Background: an optimization exercise with open tools, aiming at small area and few clock cycles per item. Do not read the settings as production practice. Where RTL was checked, it was by simulation tests only, not by an equivalence proof against the original. Only the layout flow was run in runs 5 and 6; the RTL was not checked for function there. Power is estimated from default activity; no workload was simulated.

`flow/run.sh`:
```
#!/bin/bash
# synth_recipe.tcl (not shown) runs the flow's synth.tcl, then flattens the netlist and writes it again
# the make line also repeats each setting of config.mk as NAME=value (left out here)
make -C /OpenROAD-flow-scripts/flow DESIGN_CONFIG=/design/flow/config.mk WORK_HOME=/design/flow/orfs CLKGATE_MAP_FILE= SYNTH_SCRIPT=/design/flow/synth_recipe.tcl finish
```
`flow/config.mk`:
```
export PLATFORM = sky130hd
export DESIGN_NAME = sdram
export DESIGN_NICKNAME = sdram
export VERILOG_FILES = /design/flow/design.v
export SDC_FILE = /design/flow/constraint.sdc
export NUM_CORES = 4
export LEC_CHECK = 0
export CAP_MARGIN = 20
export CORE_MARGIN = 2
export CORE_UTILIZATION = 40
export SLEW_MARGIN = 20
```
`flow/design.v`:
```
module sdram #(parameter FREQ = 50000000) (
  input  logic clk,
  input  logic reset,
  input  logic        read,
  input  logic        write,
  input  logic [1:0]  wr_strb,
  input  logic [25:0] addr,   
  output logic        cmd_ready,
  input  logic [15:0] data_write,
  output logic [15:0] data_read,
  output logic        data_read_val,
  output logic        sdram_cs,         
  output logic [1:0]  sdram_bank,       
  output logic [12:0] sdram_addr,       
  output logic        sdram_ras,        
  output logic        sdram_cas,        
  output logic        sdram_we,         
  input  logic [15:0] sdram_data_in,    
  output logic [15:0] sdram_data_out,   
  output logic        sdram_drive_data  
);
  localparam tCAS     = 2;   
  localparam [15:0] tRC   = 16'd3;       
  localparam [15:0] tRFC  = 16'd3;       
  localparam [15:0] tRCD  = 16'd1;       
  localparam [15:0] tRP   = 16'd1;       
  localparam [15:0] tRRD  = 16'd1;       
  localparam [15:0] tRAS  = 16'd2;       
  localparam [15:0] tWR   = 16'd1;       
  localparam [15:0] tREFI = 16'd391;     
  localparam [15:0] tPOD  = 16'd10000;   
  localparam [15:0] tMRD  = 16'd1;       
  localparam BURST_LENGTH   = 3'b011;  
  localparam BURST_TYPE     = 1'b0;    
  localparam CAS_LATENCY    = 3'd2;    
  localparam TEST_MODE      = 2'b00;   
  localparam NO_WRITE_BURST = 1'b1;    
  localparam MODE = {3'b000, NO_WRITE_BURST, TEST_MODE, CAS_LATENCY, BURST_TYPE, BURST_LENGTH};
  enum logic [2:0] {
    CMD_NOP     = 3'b111,
    CMD_STOP    = 3'b110,
    CMD_ACTIVE  = 3'b011,
    CMD_READ    = 3'b101,
    CMD_WRITE   = 3'b100,
    CMD_PRECHG  = 3'b010,
    CMD_AUTOREF = 3'b001,
    CMD_MRS     = 3'b000
  } sdram_cmd;
  typedef enum {
    INIT_POWER,
    INIT_PRECHARGE0,
    INIT_PRECHARGE1,
    INIT_MODE0,
    INIT_MODE1,
    INIT_AUTOREF1,
    INIT_AUTOREF2,
    IDLE,
    ACTIVATE,   
    PRECHARGE,  
    READ,
    READ_BURST,
    WRITE,
    REFRESH_PRECHARGE0,  
    REFRESH_PRECHARGE1,  
    REFRESH0,  
    REFRESH1,  
    WAIT
  } state_t;
  state_t state, next_state, post_delay_state;
  logic        read_b;
  logic        write_b;
  logic [25:0] addr_b;
  logic [15:0] data_write_b;
  logic [1:0]  data_strb_b;
  logic        chip_addr, input_chip_addr;
  logic [1:0]  bank_addr, input_bank_addr;
  logic [12:0] row_addr, input_row_addr;
  logic [9:0]  col_addr, input_col_addr;
  logic        power_on_seq_complete;
  logic        cmd_complete;
  logic        udqm, ldqm;  
  logic [2:0]  burst_count, next_burst_count;
  logic [15:0] delay, wait_cycles;
  logic [7:0]  open_rows;
  logic [12:0] open_row_addrs [7:0];
  logic [tCAS-1:0] cas_shift_r; 
  logic [15:0] refresh_timer;
  logic        pending_refresh;
  assign cmd_ready = ((~read_b && ~write_b) || cmd_complete) && power_on_seq_complete;
  assign {udqm, ldqm} = data_strb_b;
  assign {chip_addr, bank_addr, row_addr, col_addr} = addr_b;
  assign {input_chip_addr, input_bank_addr, input_row_addr, input_col_addr} = addr;
  assign {sdram_ras, sdram_cas, sdram_we} = sdram_cmd;
  assign data_read = sdram_data_in;
  assign data_read_val = cas_shift_r[0];
  always_ff @(posedge clk) begin
    if (reset) begin
      read_b <= 0;
      write_b <= 0;
    end else if (cmd_ready) begin
      if (read || write) begin
        read_b <= read;
        write_b <= write;
      end else begin
        read_b <= 0;
        write_b <= 0;
      end
    end
    if (reset)
      power_on_seq_complete <= 0;
    else if (state == INIT_AUTOREF2)
      power_on_seq_complete <= 1;
    if (cmd_ready && (read || write)) begin
      addr_b <= addr;
      data_write_b <= data_write;
      data_strb_b <= wr_strb;
    end
  end
  always_ff @(posedge clk) begin
    if (reset) begin
      state <= INIT_POWER;
    end else begin
      if (delay != 0) begin
        wait_cycles <= delay - 1;
        post_delay_state <= next_state;
        state <= WAIT;
      end else if (state == WAIT) begin
        if (wait_cycles == 0)
          state <= post_delay_state;
        else
          wait_cycles <= wait_cycles - 1;
      end else begin
        state <= next_state;
      end
    end
    burst_count <= next_burst_count;
  end
  always_comb begin
    cmd_complete = 0;
    next_state = IDLE;
    next_burst_count = 0;
    delay = '0;
    sdram_cmd = CMD_NOP;
    sdram_cs = '0;
    sdram_bank = '0;
    sdram_addr = '0;
    sdram_drive_data = '0;
    sdram_data_out = '0;
    case (state)
      IDLE : begin
        if (pending_refresh)
          if (|open_rows)
            next_state = REFRESH_PRECHARGE0;
          else
            next_state = REFRESH0;
        else if (write_b || read_b)
          if (open_rows[{chip_addr,bank_addr}]) begin
            if (open_row_addrs[{chip_addr,bank_addr}] == row_addr) begin
              if (read_b)
                next_state = READ;
              else if (write_b)
                next_state = WRITE;
            end else begin
              next_state = PRECHARGE;
            end
          end else begin
            next_state = ACTIVATE;
          end
        else
          next_state = IDLE;
      end
      PRECHARGE : begin
        sdram_cmd = CMD_PRECHG;
        sdram_cs = chip_addr;
        sdram_bank = bank_addr;
        delay = tRP;
        next_state = ACTIVATE;
      end
      ACTIVATE : begin
        sdram_cmd = CMD_ACTIVE;
        sdram_cs = chip_addr;
        sdram_bank = bank_addr;
        sdram_addr = row_addr;
        delay = tRCD;
        if (read_b)
          next_state = READ;
        else if (write_b)
          next_state = WRITE;
      end
      READ : begin
        sdram_cmd = CMD_READ;
        sdram_cs = chip_addr;
        sdram_bank = bank_addr;
        sdram_addr = {3'b0,col_addr};
        next_state = READ_BURST;
        next_burst_count = 3'd6;
      end
      READ_BURST : begin
        if (burst_count != 0) begin
          next_burst_count = burst_count - 1;
          next_state = READ_BURST;
        end else begin
          cmd_complete = 1;
          if (pending_refresh)
            if (|open_rows)
              next_state = REFRESH_PRECHARGE0;
            else
              next_state = REFRESH0;
          else if (write || read)
            if (open_rows[{input_chip_addr,input_bank_addr}]) begin
              if (open_row_addrs[{input_chip_addr,input_bank_addr}] == input_row_addr) begin
                if (read)
                  next_state = READ;
                else if (write)  
                  next_state = WRITE;
              end else begin
                next_state = PRECHARGE;
              end
            end else begin
              next_state = ACTIVATE;
            end
          else
            next_state = IDLE;
        end
      end
      WRITE : begin
        sdram_cmd = CMD_WRITE;
        sdram_cs = chip_addr;
        sdram_bank = bank_addr;
        sdram_addr = {udqm,ldqm,1'b0,col_addr};
        sdram_data_out = data_write_b;
        sdram_drive_data = 1;
        cmd_complete = 1;
        if (pending_refresh)
          if (|open_rows)
            next_state = REFRESH_PRECHARGE0;
          else
            next_state = REFRESH0;
        else if (write || read)
          if (open_rows[{input_chip_addr,input_bank_addr}]) begin
            if (open_row_addrs[{input_chip_addr,input_bank_addr}] == input_row_addr) begin
              if (read)  
                next_state = READ;
              else if (write)
                next_state = WRITE;
            end else begin
              next_state = PRECHARGE;
            end
          end else begin
            next_state = ACTIVATE;
          end
        else
          next_state = IDLE;
      end
      REFRESH_PRECHARGE0 : begin
        sdram_cs = 0;
        sdram_cmd = CMD_PRECHG;
        sdram_addr[10] = 1'b1;  
        next_state = REFRESH_PRECHARGE1;
      end
      REFRESH_PRECHARGE1 : begin
        sdram_cs = 1;
        sdram_cmd = CMD_PRECHG;
        sdram_addr[10] = 1'b1;  
        delay = tRP-1;  
        next_state = REFRESH0;
      end
      REFRESH0 : begin
        sdram_cs = 0;
        sdram_cmd = CMD_AUTOREF;
        next_state = REFRESH1;
      end
      REFRESH1 : begin
        sdram_cs = 1;
        sdram_cmd = CMD_AUTOREF;
        delay = tRFC;
        next_state = IDLE;
      end
      INIT_POWER : begin
        delay = tPOD;
        next_state = INIT_PRECHARGE0;
      end
      INIT_PRECHARGE0 : begin
        sdram_cs = 0;
        sdram_cmd = CMD_PRECHG;
        sdram_addr[10] = 1'b1;  
        next_state = INIT_PRECHARGE1;
      end
      INIT_PRECHARGE1 : begin
        sdram_cs = 1;
        sdram_cmd = CMD_PRECHG;
        sdram_addr[10] = 1'b1;  
        delay = tRP;
        next_state = INIT_MODE0;
      end
      INIT_MODE0 : begin
        sdram_cs = 0;
        sdram_cmd = CMD_MRS;
        sdram_addr = MODE;
        next_state = INIT_MODE1;
      end
      INIT_MODE1 : begin
        sdram_cs = 1;
        sdram_cmd = CMD_MRS;
        sdram_addr = MODE;
        delay = tMRD;
        next_state = INIT_AUTOREF1;
      end
      INIT_AUTOREF1 : begin
        sdram_cmd = CMD_AUTOREF;
        delay = tRFC;
        next_state = INIT_AUTOREF2;
      end
      INIT_AUTOREF2 : begin
        sdram_cmd = CMD_AUTOREF;
        delay = tRFC;
        next_state = IDLE;
      end
    endcase
  end
  always_ff @(posedge clk) begin
    if (reset) begin
      cas_shift_r <= 0;
    end else begin
      cas_shift_r[tCAS-1] <= ((state == READ));
      for (int i = 0; i < tCAS-1; i++)
        cas_shift_r[i] <= cas_shift_r[i+1];
    end
  end
  always_ff @(posedge clk) begin
    if (reset) begin
      refresh_timer <= tREFI - 1;
      pending_refresh <= 0;
    end else begin
      if (refresh_timer == 0)
        refresh_timer <= tREFI - 1;
      else
        refresh_timer <= refresh_timer - 1;
      if (refresh_timer == 0)
        pending_refresh <= 1;
      else if (state == REFRESH1)
        pending_refresh <= 0;
    end
  end
  always_ff @(posedge clk) begin
    if (reset) begin
      open_rows <= '0;
    end else begin
      case (state)
        ACTIVATE : begin
          open_rows[{chip_addr,bank_addr}] <= 1'b1;
        end
        PRECHARGE : begin
          open_rows[{chip_addr,bank_addr}] <= '0;
        end
        REFRESH_PRECHARGE0 : begin
          open_rows[3:0] <= '0;  
        end
        REFRESH_PRECHARGE1 : begin
          open_rows[7:4] <= '0;  
        end
      endcase
    end
    if (state == ACTIVATE)
      open_row_addrs[{chip_addr,bank_addr}] <= row_addr;
  end
endmodule
```
`flow/constraint.sdc`:
```
create_clock -name core_clock -period 20.0 [get_ports {clk}]
set_input_delay 4.0000 -clock core_clock [delete_from_list [all_inputs] [get_ports {clk}]]
set_output_delay 4.0000 -clock core_clock [all_outputs]
set_load 0.01 [all_outputs]
```
==> summary.txt, run 1 <==
status finished clean; Least-Margin Pin Slew between 0.9 and 1 ns; first-pass GRT wire length 40,300 um; Top Ports 118; cts bufs inserted 24; number of setup buffers added after CTS 0; routed len/inst just under 20 um; post-synthesis cell type count 66; routability cong. 0.827; prevailing post-synth register cell edfxtp_1; FILL cells about 2,400; Area growth syn-to-layout 18.0%; end-of-flow core utilization 48.1%; Initial DRC Count 560; clock root buffer clkbuf_16; Post-DRT Antenna Nets 0; Synth top area share 47.6%; Mapped Cells 890; Antenna Cells 0; Multi-input gate area 4400 um2; setup total negative slack 0 ns; largest area contributor in the netlist edfxtp_1; htree depth 1; reg2reg end wait_cycles[14]$_DFFE_PP_; Placeable Area 26,100 um2; Tcrit/Tclk final 40.0%; Setup Viol. Count Final 0; Worst Reg-to-Reg Cells 11; reg2reg start state[2]$_SDFFE_PP0P_; Rows 59; Async SR Flop Fraction 0%; Hold Path Class reg2reg; share of layout cells above drive strength 1 10.5%; Synth area leaders edfxtp_1, dfxtp_1, mux2i_1; DP HPWL around 17,000 um; count leader, synth edfxtp_1; post-route minimum period around 8 ns; hold_buf cts 0; RSZ-0062 raised after global routing no; Final nets roughly 1,000; clk sinks 210; vias in the first global route 7,142; CP startpoint kind input pin; Slew Viols, Final 0; die height 167 um; Post-synth top cells edfxtp_1, nor2_1, mux2i_1; Max-slew headroom 33.3%; CP max FO 1; total global-route track usage 18.3%; final WL between 20,000 and 30,000 um; DR DRC count 0; Post-synth EDFFs 169; PwrDens 103 nW/um2; register area 5900 um2; yosys warns 1; Worst Setup Path Type in2out; Setup crit end kind output port; post-CTS sizing 0; Post-DP Area 11,700 um2; clock skew 0.00851 ns; TritonCTS clock tree yes; design area approximately 13,000 um2; maxcap violations 0; hold_sp cas_shift_r[1]$_SDFF_PP0_; Die Wd 167 um; Hold Crit Depth 1; full die area 28,000 um2; grt total ovfl 0; antenna violations before repair 0; Vias ~7,400; Max IR drop VDD 0.0600 mV; Seq cells post-synth 210; clock buffer depth 3; Critical Path AT 4.00 ns; syn_nets 961; drt via density about 5.7; Final Hold Viols 0; post-synthesis sequential area ratio 55.3%; setup slack, reg-to-reg roughly 16 ns; Mapped Area 10,700 um2; leak pwr 4.39 nW; max frequency approximately 120 MHz; clock slew at reported path FFs 0.06 ns; IO Port Bufs 85; Post-Syn Area per Cell 12.0 um2; Initial Util 40.8%; largest net degree at the start of global routing 51; Endpoint, Worst Hold cas_shift_r[0]$_SDFF_PP0_; router iterations before antenna repair 24; Crit path required time 16.00 ns; clk latency of the worst-skew pair between 0.5 and 0.6 ns
worst max-delay path by stage:
stage	from	end	slack (ns)	cells after the start
2_1_floorplan	sdram_data_in[0]	data_read[0]	11.88	1
3_3_place_gp	sdram_data_in[2]	data_read[2]	12.00	0
3_5_place_dp	sdram_data_in[2]	data_read[2]	12.00	0
4_1_cts	sdram_data_in[2]	data_read[2]	12.00	0
5_1_grt	sdram_data_in[1]	data_read[1]	12.00	0
6_report	sdram_data_in[2]	data_read[2]	12.00	0
registers in the layout, indices dropped and copies added (netlist names), named ones only:
name,flops
wait_cycles,16
burst_count,3
post_delay_state,5
open_rows,8
write_b,1
read_b,1
state,5
data_write_b,16
cas_shift_r,2
open_row_addrs,104
refresh_timer,16
power_on_seq_complete,1
data_strb_b,2
addr_b,26
pending_refresh,1
layout by cell type (no fill, tap or decap), types with 6 or more instances in the layout:
| master | count |
|---|---|
| or3_1 | 6 |
| xor2_1 | 20 |
| mux2i_1 | 73 |
| clkbuf_16 | 25 |
| ha_1 | 7 |
| edfxtp_1 | 169 |
| nor2_1 | 73 |
| nand2b_1 | 8 |
| buf_4 | 15 |
| mux4_2 | 26 |
| mux2_1 | 6 |
| o21ai_0 | 33 |
| a21o_1 | 6 |
| clkdlybuf4s50_1 | 84 |
| and3_1 | 10 |
| xnor2_1 | 20 |
| nor4_1 | 9 |
| nor2b_1 | 10 |
| a22o_1 | 12 |
| nor3_1 | 22 |
| inv_1 | 19 |
| nand2_1 | 66 |
| o21ai_1 | 7 |
| and2_1 | 21 |
| a221oi_1 | 7 |
| a21oi_1 | 46 |
| dfxtp_1 | 40 |
| nand4_1 | 9 |
| a22oi_1 | 13 |
| nand3_1 | 16 |
cells by family after synthesis:
kind of cell             synth area share (%)
AO/OA/AOI/OAI                            10.2
flip-flops                               55.3
multiplexers                             13.4
AND/OR/NAND/NOR                          13.0
buffers and inverters                    4.00
XOR/XNOR                                 3.28
adder cells (fa/ha/maj)                 0.821
worst register-to-register path, stage by stage (launching register included):
cell      delay [ns]
dfxtp_1         0.42
buf_4           0.31
or2_1           0.38
nor2_1          0.17
or2_1           0.39
a21oi_1         0.23
ha_1            0.36
nand2_1         0.11
a21oi_1         0.37
nand4_1         0.26
o211ai_1        0.24
a21oi_1         0.09
area by class of cell:
class | count | area share (%)
Multi-Input combinational cell | 597 | 35.0
Tap cell | 335 | 3.33
Timing Repair Buffer | 100 | 7.62
Inverter | 19 | 0.567
Clock buffer | 30 | 5.28
Clock inverter | 14 | 1.38
Sequential cell | 210 | 46.9
where the power goes:
part,total (W),internal (W),leakage (nW),switching [W]
logic,0.000301,0.000124,2.12,0.000177
clock network,0.000455,0.000276,0.400,0.000179
registers,0.000544,0.000517,1.86,0.0000275
metal layers:
layer | vias up | routed length [um] | GRT usage [%]
met5 | - | 0 | 0
met3 | 34 | 1900 | 3.83
met2 | 267 | 11800 | 29.3
met1 | 3609 | 11600 | 25.5
li1 | 3475 | - | -
met4 | 0 | 490 | 4.76
stage by stage:
stage                     std cells  worst slack (ns)  hold WS (ns)  total power (W)
final                          1305             12.00         0.436          0.00130
after global routing           1305             12.00         0.459          0.00137
after CTS                      1305             12.00         0.444          0.00131
after detailed placement       1261             12.00         0.429         0.000853
after global placement         1261             12.00         0.424         0.000850
after floorplan                 890             11.88         0.414         0.000761
Testbench counts, summed over its fixed seeds: cycles 137,716, items 24,000.
==> inputs of run 2 (changes only) <==
==> flow/design.v (replaced) <==
module sdram #(parameter FREQ = 50000000) (
  input  logic clk,
  input  logic reset,
  input  logic        read,
  input  logic        write,
  input  logic [1:0]  wr_strb,
  input  logic [25:0] addr,   
  output logic        cmd_ready,
  input  logic [15:0] data_write,
  output logic [15:0] data_read,
  output logic        data_read_val,
  output logic        sdram_cs,         
  output logic [1:0]  sdram_bank,       
  output logic [12:0] sdram_addr,       
  output logic        sdram_ras,        
  output logic        sdram_cas,        
  output logic        sdram_we,         
  input  logic [15:0] sdram_data_in,    
  output logic [15:0] sdram_data_out,   
  output logic        sdram_drive_data  
);
  localparam [2:0] CMD_NOP     = 3'b111;
  localparam [2:0] CMD_ACTIVE  = 3'b011;
  localparam [2:0] CMD_READ    = 3'b101;
  localparam [2:0] CMD_WRITE   = 3'b100;
  localparam [2:0] CMD_PRECHG  = 3'b010;
  localparam [2:0] CMD_AUTOREF = 3'b001;
  localparam [2:0] CMD_MRS     = 3'b000;
  localparam [12:0] MODE = 13'h0223;
  logic        h_chip;
  logic [1:0]  h_bank;
  logic [12:0] h_row;
  logic [9:0]  h_col;
  assign {h_chip, h_bank, h_row, h_col} = addr;
  logic [13:0] tmr;
  logic        init_done;
  logic        seq_act;
  logic [1:0]  step;
  logic [1:0]  blk;         
  logic        ob_v;
  logic [2:0]  ob_bank;     
  logic [12:0] ob_row;
  logic [1:0]  a_cnt;
  logic [1:0]  rd_sh;       
  logic tmr_pod, tmr_ref, due;
  assign tmr_pod = tmr[13] & tmr[10] & tmr[9] & tmr[8] & tmr[4];
  assign tmr_ref = tmr[8] & tmr[7] & tmr[5] & tmr[4] & tmr[3];
  assign due = init_done ? tmr_ref : tmr_pod;
  logic seq_start, seq_go;
  assign seq_start = ~seq_act & due & (a_cnt == 2'd3);
  assign seq_go = seq_act | seq_start;
  logic req, hit, do_rd, do_wr, do_pre, do_act, host_ok;
  assign req = read | write;
  assign host_ok = req & init_done & ~seq_act & ~due & (blk == 2'd0);
  assign hit = ob_v & (ob_bank == {h_chip, h_bank}) & (ob_row == h_row);
  assign do_rd  = host_ok & hit & read & a_cnt[1];
  assign do_wr  = host_ok & hit & write & a_cnt[1] & (rd_sh == 2'b00);
  assign do_pre = host_ok & ~hit & ob_v & (a_cnt == 2'd3);
  assign do_act = host_ok & ~ob_v & ~((a_cnt == 2'd2) & (ob_bank == {h_chip, h_bank}));
  assign cmd_ready = do_rd | do_wr;
  logic [2:0] cmd;
  assign {sdram_ras, sdram_cas, sdram_we} = cmd;
  always_comb begin
    cmd = CMD_NOP;
    sdram_cs = h_chip;
    sdram_bank = h_bank;
    sdram_addr = {3'b000, h_col};
    if (seq_go) begin
      sdram_cs = seq_act & step[0];
      sdram_bank = 2'b00;
      if (seq_act & step[1]) begin
        cmd = init_done ? CMD_AUTOREF : CMD_MRS;
        sdram_addr = MODE;
      end else begin
        cmd = CMD_PRECHG;
        sdram_addr = 13'h0400;    
      end
    end else if (do_pre) begin
      cmd = CMD_PRECHG;
      {sdram_cs, sdram_bank} = ob_bank;
    end else if (do_act) begin
      cmd = CMD_ACTIVE;
      sdram_addr = h_row;
    end else if (do_rd) begin
      cmd = CMD_READ;
    end else if (do_wr) begin
      cmd = CMD_WRITE;
      sdram_addr[12:11] = wr_strb;
    end
  end
  assign sdram_drive_data = do_wr;
  assign sdram_data_out = data_write;
  assign data_read = sdram_data_in;
  assign data_read_val = rd_sh[1];
  always_ff @(posedge clk) begin
    if (reset) begin
      tmr <= '0;
      init_done <= 1'b0;
      seq_act <= 1'b0;
      step <= 2'd0;
      blk <= 2'd0;
      ob_v <= 1'b0;
      a_cnt <= 2'd3;
      rd_sh <= 2'b00;
    end else begin
      rd_sh <= {rd_sh[0], do_rd};
      if (seq_start)
        tmr <= '0;
      else if (!due)
        tmr <= tmr + 14'd1;
      if (seq_go) begin
        seq_act <= (step != 2'd3);
        step <= step + 2'd1;
        if (step == 2'd3) begin
          blk <= 2'd3;
          init_done <= 1'b1;
        end
      end else if (blk != 2'd0)
        blk <= blk - 2'd1;
      if (seq_go || do_pre)
        ob_v <= 1'b0;
      else if (do_act)
        ob_v <= 1'b1;
      if (do_act)
        a_cnt <= 2'd1;
      else if (do_pre)
        a_cnt <= 2'd2;
      else if (a_cnt != 2'd3)
        a_cnt <= a_cnt + 2'd1;
    end
    if (do_act) begin
      ob_bank <= {h_chip, h_bank};
      ob_row <= h_row;
    end
  end
endmodule
--- a/flow/config.mk
+++ b/flow/config.mk
@@ -8,4 +8,6 @@
 export CAP_MARGIN = 20
 export CORE_MARGIN = 2
 export CORE_UTILIZATION = 40
+export CTS_CLUSTER_DIAMETER = 300
+export CTS_CLUSTER_SIZE = 50
 export SLEW_MARGIN = 20
==> run 2 against run 1 <==
Routed wire length down 81%; critical path depth up 8; still clean on timing, DRC and antenna; critical endpoint is now sdram_addr[7]; sequential cell count is 169 lower; core utilization grew 0.43 points; largest cell class is now multi-input gates; critical path type unchanged; highest routed layer unchanged.
==> summary.txt, run 2 <==
clk sinks 41 (was 210); Synth area leaders dfxtp_1, edfxtp_1, buf_4 (was edfxtp_1, dfxtp_1, mux2i_1); Die Wd 81.0 um (was 167 um); end-of-flow core utilization 48.6% (was 48.1%); die height 81.0 um (was 167 um); Max IR drop VDD 0.0379 mV (was 0.0600 mV); Slew Viols, Final 0 (unchanged); post-CTS sizing 0 (unchanged); RSZ-0062 raised after global routing no (unchanged); grt total ovfl 0 (unchanged); post-synthesis sequential area ratio 41.3% (was 55.3%); Worst Setup Path Type in2out (unchanged); syn_nets 328 (was 961); Placeable Area 5820 um2 (was 26,100 um2); total global-route track usage 14.9% (was 18.3%); Cells after DPL 349 (was 1,261); worst setup margin 9.16 ns (was 12.00 ns); Mapped Cells 259 (was 890); FILL cells 561 (was 2,358); Setup crit end kind output port (unchanged); Final nets 350 (was 1,023); first-pass GRT wire length 7590 um (was 40,300 um); count leader, synth buf_4 (was edfxtp_1); Multi-input gate area 1080 um2 (was 4400 um2); clock buffer depth 2 (was 3); largest net degree at the start of global routing 27 (was 51); register area 981 um2 (was 5900 um2); CP max FO 26 (was 1); Layout Cells excl Fill 357 (was 1,305); number of setup buffers added after CTS 0 (unchanged); Crit path required time 16.00 ns (about the same); Async SR Flop Fraction 0% (unchanged); Area growth syn-to-layout 19.0% (was 18.0%); DP HPWL 3620 um (was 16,900 um); antenna violations before repair 0 (unchanged); prevailing post-synth register cell dfxtp_1 (was edfxtp_1); vias in the first global route 1,589 (was 7,142); Least-Margin Pin Slew 0.894 ns (was 0.997 ns); number of flip-flops in the largest register 14 (was 104); full die area 6570 um2 (was 28,000 um2); Tcrit/Tclk final 54.2% (was 40.0%); clock root buffer clkbuf_8 (was clkbuf_16); clock skew 0.00813 ns (was 0.00851 ns); Post-synth EDFFs 16 (was 169); TritonCTS clock tree yes (unchanged); Largest regs tmr (14), ob_row (13), ob_bank (3) (was open_row_addrs (104), addr_b (26)); Initial Util 40.8% (about the same); IO Port Bufs 53 (was 85); leak pwr 1.06 nW (was 4.39 nW); maxcap violations 0 (unchanged); routability cong. 0.837 (was 0.827); Max-slew headroom 40.4% (was 33.3%); Mapped Area 2370 um2 (was 10,700 um2); Initial DRC Count 70 (was 560); Pwr Total 0.000192 W (was 0.00130 W); htree depth 2 (was 1); Final Hold Viols 0 (unchanged); CP startpoint kind input pin (unchanged); cts bufs inserted 5 (was 24); post-synthesis cell type count 41 (was 66); share of layout cells above drive strength 1 7.45% (was 10.5%); Placement Setup Slack 9.15 ns (was 12.00 ns); Rows 28 (was 59); Post-Syn Area per Cell 9.16 um2 (was 12.0 um2); Most flops, register tmr (was open_row_addrs); Post-synth top cells buf_4, nand2_1, dfxtp_1 (was edfxtp_1, nor2_1, mux2i_1); Top Ports 118 (unchanged); status finished clean (unchanged); clock slew at reported path FFs 0.07 ns (was 0.06 ns); Synth top area share 21.1% (was 47.6%); PwrDens 68.0 nW/um2 (was 103 nW/um2); Setup Viol. Count Final 0 (unchanged); clk latency of the worst-skew pair 0.29 ns (was 0.53 ns); yosys warns 1 (unchanged); routed len/inst 14.0 um (was 19.8 um); setup total negative slack 0 ns (unchanged); Vias 1,794 (was 7,385); commonest cells after routing, fill and taps aside clkdlybuf4s50_1, nand2_1, dfxtp_1 (was edfxtp_1, clkdlybuf4s50_1, nor2_1, mux2i_1, nand2_1); DR DRC count 0 (unchanged); commonest non-fill, non-tap cell in the layout clkdlybuf4s50_1 (was edfxtp_1); Critical Path AT 6.84 ns (was 4.00 ns); hold_buf cts 0 (unchanged); post-route minimum period 10.84 ns (was 8.00 ns); Antenna Cells 0 (unchanged); final WL 4980 um (was 25,800 um); max frequency 92.2 MHz (was 125 MHz); Post-DRT Antenna Nets 0 (unchanged); router iterations before antenna repair 4 (was 24); Seq cells post-synth 41 (was 210); largest area contributor in the netlist dfxtp_1 (was edfxtp_1); drt via density 5.03 (was 5.66); Hold Path Class reg2reg (unchanged)
## run 2: cell types whose count changed after synthesis, sizes merged, moves of 12 or more
cell    before  now
nor2        74   23
a22o        12    0
dfxtp       41   25
edfxtp     169   16
a21oi       46   16
nor3        26   10
nand2       66   32
a22oi       13    0
o21ai       40   11
mux4        27    0
and2        22    0
clkbuf      28    1
mux2i       73    7
## run 2: per-stage QoR
stage          hold WS, ns  cell area, um2
2_1_floorplan        0.437            2370
3_3_place_gp         0.458            2720
3_5_place_dp         0.466            2720
4_1_cts              0.484            2830
5_1_grt              0.503            2830
6_report             0.484            2830
## run 2: layout make-up
class / instances / area share [%]
repair buffers: 53 / 18.8
flip-flops and latches: 41 / 34.7
clock buffers: 7 / 3.41
well taps: 75 / 3.32
inverters: 9 / 1.20
multi-input cells: 171 / 38.4
clock inverters: 1 / 0.177
## run 2: worst max-delay path, stage by stage
cell and delay [ns]:
clkdlybuf4s50_1 0.51, o2111ai_1 0.20, nor2_1 0.17, nand3_2 0.31, inv_1 0.78, nand2_1 0.14
a21oi_1 0.17, clkdlybuf4s50_1 0.56
## run 2: path summary, 6_finish.rpt
check | start | slack (ns) | depth (start not counted) | end
worst min register to register | blk[1]$_SDFFE_PP0P_ | 0.48 | 2 | blk[1]$_SDFFE_PP0P_
worst max-delay path | read | 9.16 | 8 | sdram_addr[7]
worst min-delay path | blk[1]$_SDFFE_PP0P_ | 0.48 | 2 | blk[1]$_SDFFE_PP0P_
worst max register to register | blk[0]$_SDFFE_PP0P_ | 17.57 | 6 | ob_row[3]$_DFFE_PN_
## run 2: report_power, final
group	leakage, nW	internal [W]	switching, W
Clock	0.0542	0.0000312	0.0000282
Sequential	0.347	0.0000908	0.00000308
Combinational	0.664	0.0000201	0.0000188
Total	1.06	0.000142	0.0000501
## run 2: kinds of logic after synthesis
kind of cell	share of synthesized area, %
flip-flops	41.3
buffers and inverters	13.0
multiplexers	2.95
adder cells (fa/ha/maj)	2.64
AO/OA/AOI/OAI	11.0
AND/OR/NAND/NOR	18.8
XOR/XNOR	10.3
## run 2: layer usage
| metal | vias to the layer above | share of wire (%) | wire length, um | GRT usage, % |
|---|---|---|---|---|
| met5 | - | 0 | 0 | 0 |
| met4 | 0 | 0.38 | 19 | 4.07 |
| met3 | 4 | 7.5 | 374 | 4.89 |
| met2 | 52 | 46 | 2300 | 24.7 |
| met1 | 832 | 46 | 2290 | 18.6 |
| li1 | 906 | - | - | - |
Testbench counts of run 2, summed over its fixed seeds: cycles 41,241, items 24,000.
==> inputs of run 3 (changes only) <==
--- a/flow/config.mk
+++ b/flow/config.mk
@@ -8,6 +8,4 @@
 export CAP_MARGIN = 20
 export CORE_MARGIN = 2
 export CORE_UTILIZATION = 40
-export CTS_CLUSTER_DIAMETER = 300
-export CTS_CLUSTER_SIZE = 50
 export SLEW_MARGIN = 20
==> run 3 against run 2 <==
Still clean on timing, DRC and antenna; hold slack unchanged; final cell count is the same; count of clock-buffer cells in the layout unchanged; critical path depth unchanged; non-clock buffer count did not move; sequential cell count unchanged; routed wire length stayed put; area after synthesis unchanged; sequential share of layout area did not move; sequential power about the same; register-to-register slack is essentially flat; global-route usage unchanged; largest power group unchanged.
==> summary.txt, run 3 <==
commonest non-fill, non-tap cell in the layout clkdlybuf4s50_1 (unchanged); Worst Setup Path Type in2out (unchanged); routed len/inst 14.0 um (unchanged); antenna violations before repair 0 (unchanged); Crit path required time 16.00 ns (about the same); Max IR drop VDD 0.0379 mV (unchanged); htree depth 2 (unchanged); Mapped Area 2370 um2 (unchanged); syn_nets 328 (unchanged); TritonCTS clock tree yes (unchanged); IO Port Bufs 53 (unchanged); clock network power share 30.9% (about the same); RSZ-0062 raised after global routing no (unchanged); Seq cells post-synth 41 (unchanged); Critical Path AT 6.84 ns (about the same); Post-Syn Area per Cell 9.16 um2 (unchanged); Async SR Flop Fraction 0% (unchanged); clock buffer depth 2 (unchanged); total global-route track usage 14.9% (unchanged); reg2reg start blk[0]$_SDFFE_PP0P_ (unchanged); count leader, synth buf_4 (unchanged); critical-path cell list clkdlybuf4s50_1 -> o2111ai_1 -> nor2_1 -> nand3_2 -> inv_1 -> nand2_1 -> a21oi_1 -> clkdlybuf4s50_1 (unchanged); Top Ports 118 (unchanged); yosys warns 1 (unchanged); sequential fraction of design power 48.9% (about the same); Endpoint, Worst Hold blk[1]$_SDFFE_PP0P_ (unchanged); prevailing post-synth register cell dfxtp_1 (unchanged); leak pwr 1.06 nW (unchanged); max frequency 92.2 MHz (unchanged); Hold Path Class reg2reg (unchanged); CP startpoint kind input pin (unchanged); switch share 26.0% (unchanged); Final nets 350 (unchanged); crit path buf inv count 3 (unchanged); largest area contributor in the netlist dfxtp_1 (unchanged); Most flops, register tmr (unchanged); Setup crit end kind output port (unchanged); Post-synth top cells buf_4, nand2_1, dfxtp_1 (unchanged); DR DRC count 0 (unchanged); Least-Margin Pin Slew 0.894 ns (unchanged); FILL cells 561 (unchanged); Worst path max stage delay 0.78 ns (about the same); Pwr Total 0.000192 W (unchanged); clk latency of the worst-skew pair 0.29 ns (about the same); Initial DRC Count 70 (unchanged); Synth top area share 21.1% (unchanged); Multi-input gate area 1080 um2 (unchanged); post-CTS sizing 0 (unchanged); register area 981 um2 (unchanged); combinational power share 20.2% (about the same); Post-DP Area 2720 um2 (unchanged); PwrDens 68.0 nW/um2 (unchanged); NetSw 0.0000501 W (unchanged); Int Pwr 0.000142 W (unchanged); CP most frequent cell clkdlybuf4s50_1 (unchanged); Die Wd 81.0 um (unchanged); largest net degree at the start of global routing 27 (unchanged); Slew Viols, Final 0 (unchanged); die height 81.0 um (unchanged); Max-slew headroom 40.4% (unchanged); Final Hold Viols 0 (unchanged); Post-synth EDFFs 16 (unchanged); commonest cells after routing, fill and taps aside clkdlybuf4s50_1, nand2_1, dfxtp_1 (unchanged); clk sinks 41 (unchanged); share of layout cells above drive strength 1 7.45% (unchanged); Slowest cell on crit path inv_1 (unchanged); Post-DRT Antenna Nets 0 (unchanged); Initial Util 40.8% (unchanged); grt total ovfl 0 (unchanged); setup slack, reg-to-reg 17.57 ns (about the same); clock skew 0.00813 ns (unchanged); reg2reg end ob_row[3]$_DFFE_PN_ (unchanged); setup total negative slack 0 ns (unchanged); first-pass GRT wire length 7590 um (unchanged); CP max FO 26 (unchanged); DP HPWL 3620 um (unchanged); Area growth syn-to-layout 19.0% (unchanged); routability cong. 0.837 (unchanged); Tcrit/Tclk final 54.2% (unchanged); final WL 4980 um (unchanged); maxcap violations 0 (unchanged); status finished clean (unchanged); full die area 6570 um2 (unchanged); Mapped Cells 259 (unchanged); Rows 28 (unchanged); Placeable Area 5820 um2 (unchanged); Setup Viol. Count Final 0 (unchanged); clock root buffer clkbuf_8 (unchanged); clock slew at reported path FFs 0.07 ns (about the same); Synth area leaders dfxtp_1, edfxtp_1, buf_4 (unchanged); drt via density 5.03 (unchanged); Largest regs tmr (14), ob_row (13), ob_bank (3) (unchanged); number of setup buffers added after CTS 0 (unchanged); cts bufs inserted 5 (unchanged); Hold Crit Depth 2 (unchanged); vias in the first global route 1,589 (unchanged); Worst Reg-to-Reg Cells 6 (unchanged); post-synthesis sequential area ratio 41.3% (unchanged); post-route minimum period 10.84 ns (unchanged); number of flip-flops in the largest register 14 (unchanged); design area 2830 um2 (unchanged); post-synthesis cell type count 41 (unchanged); hold_sp blk[1]$_SDFFE_PP0P_ (unchanged); Crit path max-delay family buffers and inverters (unchanged); hold_buf cts 0 (unchanged); WHS 0.484 ns (unchanged); router iterations before antenna repair 4 (unchanged); Vias 1,794 (unchanged); Antenna Cells 0 (unchanged)
run 3: cell counts in the layout (fill, tap and decap cells not counted):
No cell type changed its count.
run 3: how the worst max path moves through the flow:
stage	start	endpoint	depth (start not counted)
final	read	sdram_addr[7]	8
after global routing	addr[23]	sdram_addr[10]	9
after CTS	addr[25]	sdram_addr[10]	9
after detailed placement	addr[25]	sdram_addr[10]	9
after global placement	addr[25]	sdram_addr[10]	9
after floorplan	addr[22]	sdram_addr[11]	6
run 3: per-stage QoR:
step,util [%],setup WS [ns],std cells
after floorplan,-,10.75,259
after global placement,46.8,9.16,349
after detailed placement,46.8,9.15,349
after CTS,48.6,9.11,357
after global routing,48.6,8.82,357
final,48.6,9.16,357
run 3: layout make-up:
class | count | area share, %
Multi-Input combinational cell | 171 | 38.4
Sequential cell | 41 | 34.7
Timing Repair Buffer | 53 | 18.8
Clock buffer | 7 | 3.41
Clock inverter | 1 | 0.177
Inverter | 9 | 1.20
Tap cell | 75 | 3.32
run 3: metal layers:
layer  track usage [%]  vias up  share of wire, %
met4              4.07        0              0.38
li1                  -      906                 -
met5                 0        -                 0
met3              4.89        4               7.5
met1              18.6      832                46
met2              24.7       52                46
run 3: tightest hold or removal path, cell delays in order, from the launching register on:
cell	delay (ns)
dfxtp_1	0.30
inv_1	0.08
a221oi_2	0.06
run 3: cells by family (layout without fill, tap and decap cells):
family                     after synthesis  in the layout  share of synthesized area [%]
and+or+nand+nor                         92             92                           18.8
buffers and inverters                   47             70                           13.0
DFF                                     41             41                           41.3
AOI/OAI and AO/OA                       39             39                           11.0
xor gates and xnor gates                28             28                           10.3
muxes                                    7              7                           2.95
adders and majority gates                5              5                           2.64
run 3: power groups by stage:
stage | clock network [W] | logic (W) | registers [W]
4_1_cts | 0.0000612 | 0.0000393 | 0.0000938
3_3_place_gp | 0 | 0.0000386 | 0.0000956
5_1_grt | 0.0000654 | 0.0000427 | 0.0000941
2_1_floorplan | 0 | 0.0000316 | 0.0000950
3_5_place_dp | 0 | 0.0000390 | 0.0000958
6_report | 0.0000594 | 0.0000389 | 0.0000939
==> inputs of run 4 (changes only) <==
==> flow/flow/run.sh (new file) <==
#!/bin/bash
# Standard layout, with port buffers of the smallest buffer cell.
cp standard.sh standard_copy.sh.txt
export BUFFER_PORTS_ARGS="-buffer_cell sky130_fd_sc_hd__buf_1"
bash standard.sh > standard.log 2>&1
==> flow/standard.sh (new file) <==
#!/bin/bash
# synth_recipe.tcl (not shown) runs the flow's synth.tcl, then flattens the netlist and writes it again
# the make line also repeats each setting of config.mk as NAME=value (left out here)
make -C /OpenROAD-flow-scripts/flow DESIGN_CONFIG=/design/flow/config.mk WORK_HOME=/design/flow/orfs CLKGATE_MAP_FILE= SYNTH_SCRIPT=/design/flow/synth_recipe.tcl "${@:-finish}"
removed: flow/run.sh
==> run 4 against run 3 <==
Final cell count did not move; first-iteration DRC count fell by 4.3%; clock skew rose by 0.0016 ns; via count rose by 0.28%; total power rose by 7.4%; largest power group unchanged.
==> summary.txt, run 4 <==
status finished clean (unchanged); largest net degree at the start of global routing 27 (unchanged); Vias 1,799 (was 1,794); GRT busiest layer met2 (unchanged); Final Hold Viols 0 (unchanged); Mapped Cells 259 (unchanged); setup total negative slack 0 ns (unchanged); full die area 6570 um2 (unchanged); clock skew 0.00972 ns (was 0.00813 ns); RSZ-0062 raised after global routing no (unchanged); Async SR Flop Fraction 0% (unchanged); Seq cells post-synth 41 (unchanged); vias in the first global route 1,670 (was 1,589); Most flops, register tmr (unchanged); number of setup buffers added after CTS 0 (unchanged); met3 Use GR 4.00% (was 4.89%); Area growth syn-to-layout 6.59% (was 19.0%); met2 GRT Util 25.8% (was 24.7%); max frequency 99.2 MHz (was 92.2 MHz); worst setup margin 9.92 ns (was 9.16 ns); Post-synth top cells buf_4, nand2_1, dfxtp_1 (unchanged); CP max FO 26 (unchanged); Largest regs tmr (14), ob_row (13), ob_bank (3) (unchanged); commonest cells after routing, fill and taps aside buf_1, nand2_1, dfxtp_1 (was clkdlybuf4s50_1, nand2_1, dfxtp_1); clk latency of the worst-skew pair 0.30 ns (was 0.29 ns); post-route minimum period 10.08 ns (was 10.84 ns); Initial Util 40.8% (unchanged); Placeable Area 5820 um2 (unchanged); Crit path required time 16.00 ns (about the same); Least-Margin Pin Slew 0.887 ns (was 0.894 ns); largest area contributor in the netlist dfxtp_1 (unchanged); Synth area leaders dfxtp_1, edfxtp_1, buf_4 (unchanged); register area 981 um2 (unchanged); yosys warns 1 (unchanged); clk sinks 41 (unchanged); Setup crit start addr[24] (was read); Critical Path AT 6.08 ns (was 6.84 ns); reg2reg start blk[0]$_SDFFE_PP0P_ (unchanged); syn_nets 328 (unchanged); total global-route track usage 14.8% (was 14.9%); GRT met1 Usage 16.6% (was 18.6%); count leader, synth buf_4 (unchanged); Placement Setup Slack 9.89 ns (was 9.15 ns); post-CTS sizing 0 (unchanged); TritonCTS clock tree yes (unchanged); htree depth 2 (unchanged); PwrDens 81.6 nW/um2 (was 68.0 nW/um2); drt via density 5.04 (was 5.03); Worst Setup Path Type in2out (unchanged); Rows 28 (unchanged); clock slew at reported path FFs 0.08 ns (was 0.07 ns); Hold Path Class reg2reg (unchanged); post-synthesis sequential area ratio 41.3% (unchanged); CP startpoint kind input pin (unchanged); die height 81.0 um (unchanged); FILL cells 598 (was 561); final WL 4660 um (was 4980 um); Setup Viol. Count Final 0 (unchanged); hold_buf cts 0 (unchanged); Post-DRT Antenna Nets 0 (unchanged); commonest non-fill, non-tap cell in the layout buf_1 (was clkdlybuf4s50_1); Final nets 350 (unchanged); Post-Syn Area per Cell 9.16 um2 (unchanged); post-synthesis cell type count 41 (unchanged); maxcap violations 0 (unchanged); prevailing post-synth register cell dfxtp_1 (unchanged); DP HPWL 3550 um (was 3620 um); clock buffer depth 2 (unchanged); Mapped Area 2370 um2 (unchanged); Antenna Cells 0 (unchanged); antenna violations before repair 0 (unchanged); hold_sp rd_sh[0]$_SDFF_PP0_ (was blk[1]$_SDFFE_PP0P_); router iterations before antenna repair 4 (unchanged); cts bufs inserted 5 (unchanged); Max IR drop VDD 0.0264 mV (was 0.0379 mV); grt total ovfl 0 (unchanged); leak pwr 0.936 nW (was 1.06 nW); number of flip-flops in the largest register 14 (unchanged); Die Wd 81.0 um (unchanged); Max-slew headroom 40.8% (was 40.4%); Post-synth EDFFs 16 (unchanged); Initial DRC Count 67 (was 70); Tcrit/Tclk final 50.4% (was 54.2%); Multi-input gate area 1080 um2 (unchanged); Synth top area share 21.1% (unchanged); routability cong. 0.799 (was 0.837); DR DRC count 0 (unchanged); first-pass GRT wire length 7380 um (was 7590 um); Setup crit end kind output port (unchanged); share of layout cells above drive strength 1 7.45% (unchanged); IO Port Bufs 53 (unchanged); routed len/inst 13.1 um (was 14.0 um); clock root buffer clkbuf_8 (unchanged); Slew Viols, Final 0 (unchanged); Top Ports 118 (unchanged)
run 4: cell counts after synthesis:
Identical to the previous run, type by type.
run 4: critical path: stages:
cell and delay [ns]:
buf_1 0.14, xor2_1 0.20, nor3_2 0.08, nand2_1 0.11, nand3_2 0.30, inv_1 0.77, a21oi_1 0.16, a21oi_1 0.15
buf_1 0.16
run 4: area by class of cell:
cell class | instances | area share [%]
Clock inverter | 3 | 2.72
Tap cell | 75 | 3.71
Multi-Input combinational cell | 171 | 42.9
Inverter | 9 | 1.34
Clock buffer | 5 | 2.72
Timing Repair Buffer | 53 | 7.86
Sequential cell | 41 | 38.8
run 4: worst paths after layout:
path | end | slack [ns] | cells after the start
hold reg to reg | rd_sh[1]$_SDFF_PP0_ | 0.47 | 1
setup / recovery | sdram_addr[10] | 9.92 | 9
setup reg to reg | ob_bank[1]$_DFFE_PN_ | 17.59 | 6
hold / removal | rd_sh[1]$_SDFF_PP0_ | 0.47 | 1
run 4: where the power goes:
part	total, W	internal (W)	switching, W
Combinational	0.0000327	0.0000143	0.0000184
Sequential	0.0000940	0.0000908	0.00000315
Clock	0.0000798	0.0000502	0.0000296
Total	0.000207	0.000155	0.0000511
run 4: cell families after synthesis:
| family | after synthesis | share of synthesized area [%] |
|---|---|---|
| AOI/OAI and AO/OA | 39 | 11.0 |
| xor gates and xnor gates | 28 | 10.3 |
| adders and majority gates | 5 | 2.64 |
| buffers and inverters | 47 | 13.0 |
| DFF | 41 | 41.3 |
| muxes | 7 | 2.95 |
| and+or+nand+nor | 92 | 18.8 |
run 4: metal layers:
| layer | vias to the layer above | share of wire [%] |
|---|---|---|
| met1 | 826 | 43 |
| met4 | 0 | 2.9 |
| met5 | - | 0 |
| li1 | 906 | - |
| met3 | 13 | 5.6 |
| met2 | 54 | 49 |
run 4: stage by stage:
stage	cells	util [%]	hold WS, ns	power (W)	instance area, um2
2_1_floorplan	259	-	0.437	0.000127	2370
3_5_place_dp	349	41.1	0.468	0.000129	2390
5_1_grt	357	43.5	0.503	0.000218	2530
4_1_cts	357	43.5	0.475	0.000209	2530
3_3_place_gp	349	41.1	0.454	0.000128	2390
6_report	357	43.5	0.472	0.000207	2530
==> inputs of run 5 (changes only) <==
--- a/flow/design.v
+++ b/flow/design.v
@@ -32,26 +32,20 @@
   logic [12:0] h_row;
   logic [9:0]  h_col;
   assign {h_chip, h_bank, h_row, h_col} = addr;
+  localparam [13:0] TMR0 = 14'd6818;    
   logic [13:0] tmr;
   logic        init_done;
-  logic        seq_act;
-  logic [1:0]  step;
-  logic [1:0]  blk;         
   logic        ob_v;
   logic [2:0]  ob_bank;     
   logic [12:0] ob_row;
   logic [1:0]  a_cnt;
   logic [1:0]  rd_sh;       
-  logic tmr_pod, tmr_ref, due;
-  assign tmr_pod = tmr[13] & tmr[10] & tmr[9] & tmr[8] & tmr[4];
-  assign tmr_ref = tmr[8] & tmr[7] & tmr[5] & tmr[4] & tmr[3];
-  assign due = init_done ? tmr_ref : tmr_pod;
-  logic seq_start, seq_go;
-  assign seq_start = ~seq_act & due & (a_cnt == 2'd3);
-  assign seq_go = seq_act | seq_start;
+  logic win, seq_cmd;
+  assign win = (tmr[13:9] == 5'd0) & tmr[8] & tmr[7] & tmr[5] & tmr[4];
+  assign seq_cmd = win & ~tmr[3] & (tmr[2] ^ tmr[1]);
   logic req, hit, do_rd, do_wr, do_pre, do_act, host_ok;
   assign req = read | write;
-  assign host_ok = req & init_done & ~seq_act & ~due & (blk == 2'd0);
+  assign host_ok = req & init_done & ~win;
   assign hit = ob_v & (ob_bank == {h_chip, h_bank}) & (ob_row == h_row);
   assign do_rd  = host_ok & hit & read & a_cnt[1];
   assign do_wr  = host_ok & hit & write & a_cnt[1] & (rd_sh == 2'b00);
@@ -65,15 +59,15 @@
     sdram_cs = h_chip;
     sdram_bank = h_bank;
     sdram_addr = {3'b000, h_col};
-    if (seq_go) begin
-      sdram_cs = seq_act & step[0];
+    if (win) begin
+      sdram_cs = ~tmr[0];
       sdram_bank = 2'b00;
-      if (seq_act & step[1]) begin
-        cmd = init_done ? CMD_AUTOREF : CMD_MRS;
+      if (tmr[2]) begin
         sdram_addr = MODE;
+        if (seq_cmd) cmd = init_done ? CMD_AUTOREF : CMD_MRS;
       end else begin
-        cmd = CMD_PRECHG;
         sdram_addr = 13'h0400;    
+        if (seq_cmd) cmd = CMD_PRECHG;
       end
     end else if (do_pre) begin
       cmd = CMD_PRECHG;
@@ -94,30 +88,19 @@
   assign data_read_val = rd_sh[1];
   always_ff @(posedge clk) begin
     if (reset) begin
-      tmr <= '0;
+      tmr <= TMR0;
       init_done <= 1'b0;
-      seq_act <= 1'b0;
-      step <= 2'd0;
-      blk <= 2'd0;
       ob_v <= 1'b0;
       a_cnt <= 2'd3;
       rd_sh <= 2'b00;
     end else begin
       rd_sh <= {rd_sh[0], do_rd};
-      if (seq_start)
+      if (win & tmr[3]) begin
         tmr <= '0;
-      else if (!due)
+        init_done <= 1'b1;
+      end else
         tmr <= tmr + 14'd1;
-      if (seq_go) begin
-        seq_act <= (step != 2'd3);
-        step <= step + 2'd1;
-        if (step == 2'd3) begin
-          blk <= 2'd3;
-          init_done <= 1'b1;
-        end
-      end else if (blk != 2'd0)
-        blk <= blk - 2'd1;
-      if (seq_go || do_pre)
+      if (seq_cmd || do_pre)
         ob_v <= 1'b0;
       else if (do_act)
         ob_v <= 1'b1;
==> flow/run.sh (new file) <==
#!/bin/bash
# synth_recipe.tcl (not shown) runs the flow's synth.tcl, then flattens the netlist and writes it again
# the make line also repeats each setting of config.mk as NAME=value (left out here)
make -C /OpenROAD-flow-scripts/flow DESIGN_CONFIG=/design/flow/config.mk WORK_HOME=/design/flow/orfs CLKGATE_MAP_FILE= SYNTH_SCRIPT=/design/flow/synth_recipe.tcl finish
removed: flow/flow/run.sh
removed: flow/standard.sh
==> run 5 against run 4 <==
Still clean on timing, DRC and antenna; clock skew shrank 0.0033 ns; synthesized cell count fell by 9.3%; setup slack got worse by 0.87 ns; design area is 0.89% higher; clock power is 37% lower; non-clock buffer count unchanged; die area fell by 10%; combinational power is 12% lower; sequential power decreased by 12%; global-route usage up 1.1 points; critical path depth unchanged; core utilization is 6.5 points higher.
==> summary.txt, run 5 <==
status finished clean (unchanged); Cells after DPL 319 (was 349); number of setup buffers added after CTS 0 (unchanged); Placeable Area 5110 um2 (was 5820 um2); Initial Util 41.5% (was 40.8%); commonest non-fill, non-tap cell in the layout clkdlybuf4s50_1 (was buf_1); Max-slew headroom 32.1% (was 40.8%); DRT met1 WL 2070 um (was 2000 um); Async SR Flop Fraction 0% (unchanged); Max IR drop VDD 0.0463 mV (was 0.0264 mV); largest area contributor in the netlist edfxtp_1 (was dfxtp_1); design area 2550 um2 (was 2530 um2); Area growth syn-to-layout 20.5% (was 6.59%); CP max FO 31 (was 26); TritonCTS clock tree yes (unchanged); Post-synth EDFFs 16 (unchanged); Mapped Cells 235 (was 259); Placement Setup Slack 9.05 ns (was 9.89 ns); Final nets 324 (was 350); Initial DRC Count 72 (was 67); drt via density 4.96 (was 5.04); RSZ-0062 raised after global routing no (unchanged); die height 76.8 um (was 81.0 um); Critical Path AT 6.95 ns (was 6.08 ns); Setup crit end kind output port (unchanged); Vias 1,623 (was 1,799); clock buffer depth 2 (unchanged); prevailing post-synth register cell dfxtp_1 (unchanged); antenna violations before repair 0 (unchanged); met3 wire len 312 um (was 259 um); reg2reg start tmr[8]$_SDFF_PP0_ (was blk[0]$_SDFFE_PP0P_); Final Hold Viols 0 (unchanged); DR top layer met4 (unchanged); final WL 4660 um (about the same); Multi-input gate area 955 um2 (was 1080 um2); Post-synth top cells buf_4, nand2_1, nor2_1 (was buf_4, nand2_1, dfxtp_1); register area 881 um2 (was 981 um2); Slew Viols, Final 0 (unchanged); total global-route track usage 15.9% (was 14.8%); post-route minimum period 10.95 ns (was 10.08 ns); Worst Reg-to-Reg Cells 5 (was 6); clock root buffer clkbuf_8 (unchanged); reg2reg end ob_row[0]$_DFFE_PN_ (was ob_bank[1]$_DFFE_PN_); Post-DP Area 2470 um2 (was 2390 um2); count leader, synth buf_4 (unchanged); Pwr Total 0.000161 W (was 0.000207 W); post-CTS sizing 0 (unchanged); DR DRC count 0 (unchanged); first-pass GRT wire length 7420 um (was 7380 um); post-synthesis sequential area ratio 41.6% (was 41.3%); Most flops, register tmr (unchanged); htree depth 2 (unchanged); number of flip-flops in the largest register 14 (unchanged); Synth area leaders edfxtp_1, dfxtp_1, buf_4 (was dfxtp_1, edfxtp_1, buf_4); Antenna Cells 0 (unchanged); routed len/inst 14.2 um (was 13.1 um); max frequency 91.3 MHz (was 99.2 MHz); commonest cells after routing, fill and taps aside clkdlybuf4s50_1, nand2_1, nor2_1 (was buf_1, nand2_1, dfxtp_1); Endpoint, Worst Hold rd_sh[1]$_SDFF_PP0_ (unchanged); share of layout cells above drive strength 1 5.06% (was 7.45%); IO Port Bufs 53 (unchanged); PwrDens 63.2 nW/um2 (was 81.6 nW/um2); cts bufs inserted 5 (unchanged); setup slack, reg-to-reg 17.54 ns (was 17.59 ns); clk latency of the worst-skew pair 0.29 ns (was 0.30 ns); clock skew 0.00638 ns (was 0.00972 ns); routed wl met2 2260 um (was 2270 um); CP startpoint kind input pin (unchanged); setup total negative slack 0 ns (unchanged); clock slew at reported path FFs 0.07 ns (was 0.08 ns); Hold Crit Depth 1 (unchanged); Synth top area share 22.7% (was 21.1%); largest net degree at the start of global routing 32 (was 27); routability cong. 0.830 (was 0.799); full die area 5890 um2 (was 6570 um2); Largest regs tmr (14), ob_row (13), ob_bank (3) (unchanged); worst setup margin 9.05 ns (was 9.92 ns); Mapped Area 2120 um2 (was 2370 um2); post-synthesis cell type count 37 (was 41); grt total ovfl 0 (unchanged); syn_nets 303 (was 328); Post-Syn Area per Cell 9.01 um2 (was 9.16 um2); Setup Viol. Count Final 0 (unchanged); Worst Setup Path Type in2out (unchanged); Layout Cells excl Fill 327 (was 357); router iterations before antenna repair 5 (was 4); Seq cells post-synth 36 (was 41); Least-Margin Pin Slew 1.02 ns (was 0.887 ns); yosys warns 1 (unchanged); Post-DRT Antenna Nets 0 (unchanged); hold_buf cts 0 (unchanged); leak pwr 0.923 nW (was 0.936 nW); Hold Path Class reg2reg (unchanged); hold_sp rd_sh[0]$_SDFF_PP0_ (unchanged); Tcrit/Tclk final 54.7% (was 50.4%); clk sinks 36 (was 41); Top Ports 118 (unchanged); FILL cells 495 (was 598); Rows 26 (was 28); maxcap violations 0 (unchanged); Crit path required time 16.00 ns (about the same); DP HPWL 3420 um (was 3550 um); vias in the first global route 1,523 (was 1,670); Die Wd 76.8 um (was 81.0 um)
-- run 5: worst max path at each step --
stage / startpoint / endpoint / slack, ns / cells past startpoint
floorplan: addr[21] / sdram_addr[11] / 10.39 / 6
global placement: write / sdram_addr[5] / 9.06 / 8
detailed placement: write / sdram_addr[0] / 9.05 / 8
CTS: write / sdram_addr[0] / 9.03 / 8
global route: write / sdram_addr[0] / 8.83 / 8
finish: addr[23] / sdram_addr[0] / 9.05 / 9
-- run 5: power breakdown --
part	leakage, nW	switching, W	internal, W
logic	0.578	0.0000122	0.0000165
clock network	0.0388	0.0000258	0.0000241
registers	0.306	0.00000332	0.0000793
total	0.923	0.0000413	0.000120
-- run 5: stage by stage --
stage | util [%] | hold slack (ns)
2_1_floorplan | - | 0.439
4_1_cts | 50.0 | 0.466
6_report | 50.0 | 0.466
3_5_place_dp | 48.3 | 0.461
5_1_grt | 50.0 | 0.478
3_3_place_gp | 48.3 | 0.444
-- run 5: cell type report --
cell class | instances | share of cell area, %
inverters | 4 | 0.588
multi-input cells | 156 | 37.4
clock inverters | 2 | 0.441
clock buffers | 6 | 2.84
flip-flops and latches | 36 | 34.5
repair buffers | 53 | 20.8
well taps | 70 | 3.43
-- run 5: critical path, stage by stage --
cell and delay (ns):
clkdlybuf4s50_1 0.47, xnor2_1 0.17, nand4_1 0.13, nand3b_1 0.08
or2_2 0.39, inv_1 0.78, a21oi_1 0.17, a21oi_1 0.19
clkdlybuf4s50_1 0.55
-- run 5: cells by family (layout without fill, tap and decap cells) --
| logic type | Yosys count | after routing | share of synthesized area [%] |
|---|---|---|---|
| AO/OA/AOI/OAI | 37 | 37 | 10.5 |
| flip-flops | 36 | 36 | 41.6 |
| XOR/XNOR | 25 | 25 | 10.3 |
| AND/OR/NAND/NOR | 88 | 88 | 20.9 |
| adder cells (fa/ha/maj) | 4 | 4 | 2.36 |
| multiplexers | 2 | 2 | 0.945 |
| buffers and inverters | 43 | 65 | 13.3 |
-- run 5: per-layer routing --
| layer | GRT usage (%) | up-vias |
|---|---|---|
| met2 | 26.8 | 57 |
| met5 | 0 | - |
| met3 | 6.24 | 4 |
| li1 | - | 816 |
| met4 | 4.73 | 0 |
| met1 | 18.6 | 746 |
==> inputs of run 6 (changes only) <==
==> flow/flow/run.sh (new file) <==
#!/bin/bash
# Standard layout, with port buffers of the smallest buffer cell and a
# clock tree of small buffers without dummy loads.
export BUFFER_PORTS_ARGS="-buffer_cell sky130_fd_sc_hd__buf_1"
export CTS_ARGS="-sink_clustering_enable -repair_clock_nets -dont_use_dummy_load -root_buf sky130_fd_sc_hd__clkbuf_4 -buf_list sky130_fd_sc_hd__clkbuf_4 -sink_clustering_size 40 -sink_clustering_max_diameter 300"
bash standard.sh > standard.log 2>&1
==> flow/standard.sh (new file) <==
#!/bin/bash
# synth_recipe.tcl (not shown) runs the flow's synth.tcl, then flattens the netlist and writes it again
# the make line also repeats each setting of config.mk as NAME=value (left out here)
make -C /OpenROAD-flow-scripts/flow DESIGN_CONFIG=/design/flow/config.mk WORK_HOME=/design/flow/orfs CLKGATE_MAP_FILE= SYNTH_SCRIPT=/design/flow/synth_recipe.tcl "${@:-finish}"
removed: flow/run.sh
==> run 6 against run 5 <==
Critical path depth stayed put; area after synthesis did not move; register-to-register slack about the same; non-clock buffer count unchanged; clock skew rose by 0.016 ns; critical path type unchanged; sequential share of layout area increased by 6.0 points; largest cell class unchanged; sequential cell count unchanged.
==> summary.txt, run 6 <==
clock buffer depth 2 (unchanged); maxcap violations 0 (unchanged); Slowest cell on crit path inv_1 (unchanged); Setup crit end kind output port (unchanged); clock slew at reported path FFs 0.11 ns (was 0.07 ns); die height 76.8 um (unchanged); full die area 5890 um2 (unchanged); max frequency 97.9 MHz (was 91.3 MHz); commonest non-fill, non-tap cell in the layout buf_1 (was clkdlybuf4s50_1); Most flops, register tmr (unchanged); clk sinks 36 (unchanged); Placeable Area 5110 um2 (unchanged); Rows 26 (unchanged); share of layout cells above drive strength 1 4.72% (was 5.06%); Initial Util 41.5% (unchanged); Mapped Area 2120 um2 (unchanged); first-pass GRT wire length 6960 um (was 7420 um); register area 881 um2 (unchanged); Synth area leaders edfxtp_1, dfxtp_1, buf_4 (unchanged); Least-Margin Pin Slew 1.03 ns (was 1.02 ns); clk latency of the worst-skew pair 0.35 ns (was 0.29 ns); post-synthesis sequential area ratio 41.6% (unchanged); Area growth syn-to-layout 2.66% (was 20.5%); Die Wd 76.8 um (unchanged); Hold Path Class reg2reg (unchanged); critical-path cell list buf_1 -> xnor2_1 -> nand4_1 -> nand3b_1 -> or2_2 -> inv_1 -> a21oi_1 -> a21oi_1 -> buf_1 (was clkdlybuf4s50_1 -> xnor2_1 -> nand4_1 -> nand3b_1 -> or2_2 -> inv_1 -> a21oi_1 -> a21oi_1 -> clkdlybuf4s50_1); hold_buf cts 0 (unchanged); crit path buf inv count 3 (unchanged); Antenna Cells 0 (unchanged); RSZ-0062 raised after global routing no (unchanged); syn_nets 303 (unchanged); largest family of logic cells by synthesized area simple AND/OR/NAND/NOR gates (unchanged); Final Hold Viols 0 (unchanged); IO Port Bufs 53 (unchanged); FILL cells 534 (was 495); grt total ovfl 0 (unchanged); drt via density 4.94 (was 4.96); TritonCTS clock tree yes (unchanged); Initial DRC Count 110 (was 72); Max-slew headroom 31.2% (was 32.1%); Slew Viols, Final 0 (unchanged); htree depth 2 (unchanged); post-route minimum period 10.22 ns (was 10.95 ns); Cells after DPL 319 (unchanged); DP HPWL 3160 um (was 3420 um); total global-route track usage 14.7% (was 15.9%); Crit path required time 16.00 ns (about the same); commonest cells after routing, fill and taps aside buf_1, nand2_1, nor2_1 (was clkdlybuf4s50_1, nand2_1, nor2_1); yosys warns 1 (unchanged); vias in the first global route 1,464 (was 1,523); post-synthesis cell type count 37 (unchanged); Largest regs tmr (14), ob_row (13), ob_bank (3) (unchanged); Crit path max-delay family buffers and inverters (unchanged); xor and xnor fraction of the mapped netlist area 10.3% (unchanged); cts bufs inserted 5 (unchanged); Mapped Cells 235 (unchanged); number of setup buffers added after CTS 0 (unchanged); largest net degree at the start of global routing 32 (unchanged); setup total negative slack 0 ns (unchanged); DR DRC count 0 (unchanged); Layout Cells excl Fill 324 (was 327); Post-synth top cells buf_4, nand2_1, nor2_1 (unchanged); Post-Synth Simple-Gate Area 20.9% (unchanged); CP max FO 31 (unchanged); Worst Setup Path Type in2out (unchanged); largest area contributor in the netlist edfxtp_1 (unchanged); Seq cells post-synth 36 (unchanged); Synth Area in Compound Gates 10.5% (unchanged); Critical Path AT 6.22 ns (was 6.95 ns); Post-synth EDFFs 16 (unchanged); mux share of post-synthesis cell area 0.945% (unchanged); final WL 4330 um (was 4660 um); Synth Area in Adders 2.36% (unchanged); Max IR drop VDD 0.0301 mV (was 0.0463 mV); Tcrit/Tclk final 51.1% (was 54.7%); Vias 1,599 (was 1,623); number of flip-flops in the largest register 14 (unchanged); count leader, synth buf_4 (unchanged); clock skew 0.0226 ns (was 0.00638 ns); PwrDens 64.5 nW/um2 (was 63.2 nW/um2); Async SR Flop Fraction 0% (unchanged); Post-DRT Antenna Nets 0 (unchanged); clock root buffer clkbuf_4 (was clkbuf_8); Final nets 324 (unchanged); router iterations before antenna repair 4 (was 5); routability cong. 0.753 (was 0.830); prevailing post-synth register cell dfxtp_1 (unchanged); Setup Viol. Count Final 0 (unchanged); Synth top area share 22.7% (unchanged); Worst path max stage delay 0.79 ns (was 0.78 ns); Post-Syn Area per Cell 9.01 um2 (unchanged); Multi-input gate area 955 um2 (unchanged); post-CTS sizing 0 (unchanged); Top Ports 118 (unchanged); status finished clean (unchanged); antenna violations before repair 0 (unchanged); CP startpoint kind input pin (unchanged); leak pwr 0.764 nW (was 0.923 nW); routed len/inst 13.4 um (was 14.2 um)
==> run 6: cell types whose count changed in the layout (fill, tap and decap cells not counted), sizes merged <==
cell | previous run | this run
buf | 0 | 53
clkbuf | 6 | 5
clkdlybuf4s50 | 53 | 0
clkinv | 1 | 0
clkinvlp | 1 | 0
==> run 6: power breakdown <==
| part | switching, W | total [W] | internal [W] |
|---|---|---|---|
| logic | 0.0000123 | 0.0000232 | 0.0000109 |
| registers | 0.00000317 | 0.0000825 | 0.0000793 |
| clock network | 0.0000227 | 0.0000345 | 0.0000117 |
==> run 6: final timing paths <==
kind	start	to	slack (ns)	depth (start not counted)
setup / recovery	addr[25]	sdram_addr[0]	9.78	9
hold / removal	rd_sh[0]$_SDFF_PP0_	rd_sh[1]$_SDFF_PP0_	0.47	1
setup reg to reg	tmr[8]$_SDFF_PP0_	ob_bank[1]$_DFFE_PN_	17.53	5
hold reg to reg	rd_sh[0]$_SDFF_PP0_	rd_sh[1]$_SDFF_PP0_	0.47	1
==> run 6: per-layer routing <==
metal / track usage [%] / vias to the layer above / part of all wire [%]
li1: - / 813 / -
met1: 18.6 / 727 / 45
met2: 24.2 / 49 / 47
met3: 3.53 / 10 / 5.8
met4: 5.64 / 0 / 1.5
met5: 0 / - / 0
==> run 6: kinds of logic (layout without fill, tap and decap cells) <==
logic type / count (synthesis) / in the layout
mux: 2 / 2
simple gates: 88 / 88
compound gates: 37 / 37
fa+ha+maj: 4 / 4
buf+inv: 43 / 62
flops: 36 / 36
xor+xnor: 25 / 25
==> run 6: cell type report <==
| type | count | area share, % |
|---|---|---|
| Multi-Input combinational cell | 156 | 43.9 |
| Sequential cell | 36 | 40.5 |
| Timing Repair Buffer | 53 | 9.15 |
| Tap cell | 70 | 4.03 |
| Clock buffer | 5 | 1.73 |
| Inverter | 4 | 0.690 |
==> run 6: per-stage QoR <==
stage          hold WS (ns)  util [%]  instance area, um2  power, W  setup slack, ns
6_report              0.469      42.6                2170  0.000140             9.78
5_1_grt               0.490      42.6                2170  0.000148             9.53
4_1_cts               0.469      42.6                2170  0.000141             9.78
3_5_place_dp          0.459      41.8                2140  0.000107             9.81
3_3_place_gp          0.443      41.8                2140  0.000107             9.84
2_1_floorplan         0.439         -                2120  0.000106            10.39
==> run 6: worst register-to-register path, delay by kind of cell, from the launching register on <==
family / cells / cell delay (ns)
buffers and inverters: 1 / 0.79
flip-flops: 1 / 0.36
AND/OR/NAND/NOR: 4 / 0.95

## static timing again, ports no longer ideal
Ports are ideal in the flow. The routed layouts listed here were re-timed in OpenROAD.
Step 1, drivers: a clkbuf_16 drives clk and a buf_2 each remaining input, both assumed.
Step 2 times the ports against the registers' clock, not the clock port: input delays grow and output delays shrink by t, the midpoint of the rising clock arrivals with the driver on.
a / b / c = no drivers / after step 1 / after step 2; a / b = the first two.
run	t (ns)	setup slack, ns	worst register clock-pin slew, ns
run 1	0.569	12.000 / 11.953 / 11.953	0.06 / 0.06
run 2	0.313	9.158 / 9.130 / 9.130	0.08 / 0.08
run 3	0.313	9.158 / 9.130 / 9.130	0.08 / 0.08
run 4	0.320	9.922 / 9.901 / 9.901	0.08 / 0.08
run 5	0.312	9.053 / 9.027 / 9.027	0.07 / 0.07
run 6	0.365	9.782 / 9.751 / 9.751	0.11 / 0.11
After both steps setup and hold are still met in every run listed. The setup slack of run 1, which loses most, moves by -0.047 ns with the drivers and by -0.047 ns with both steps.
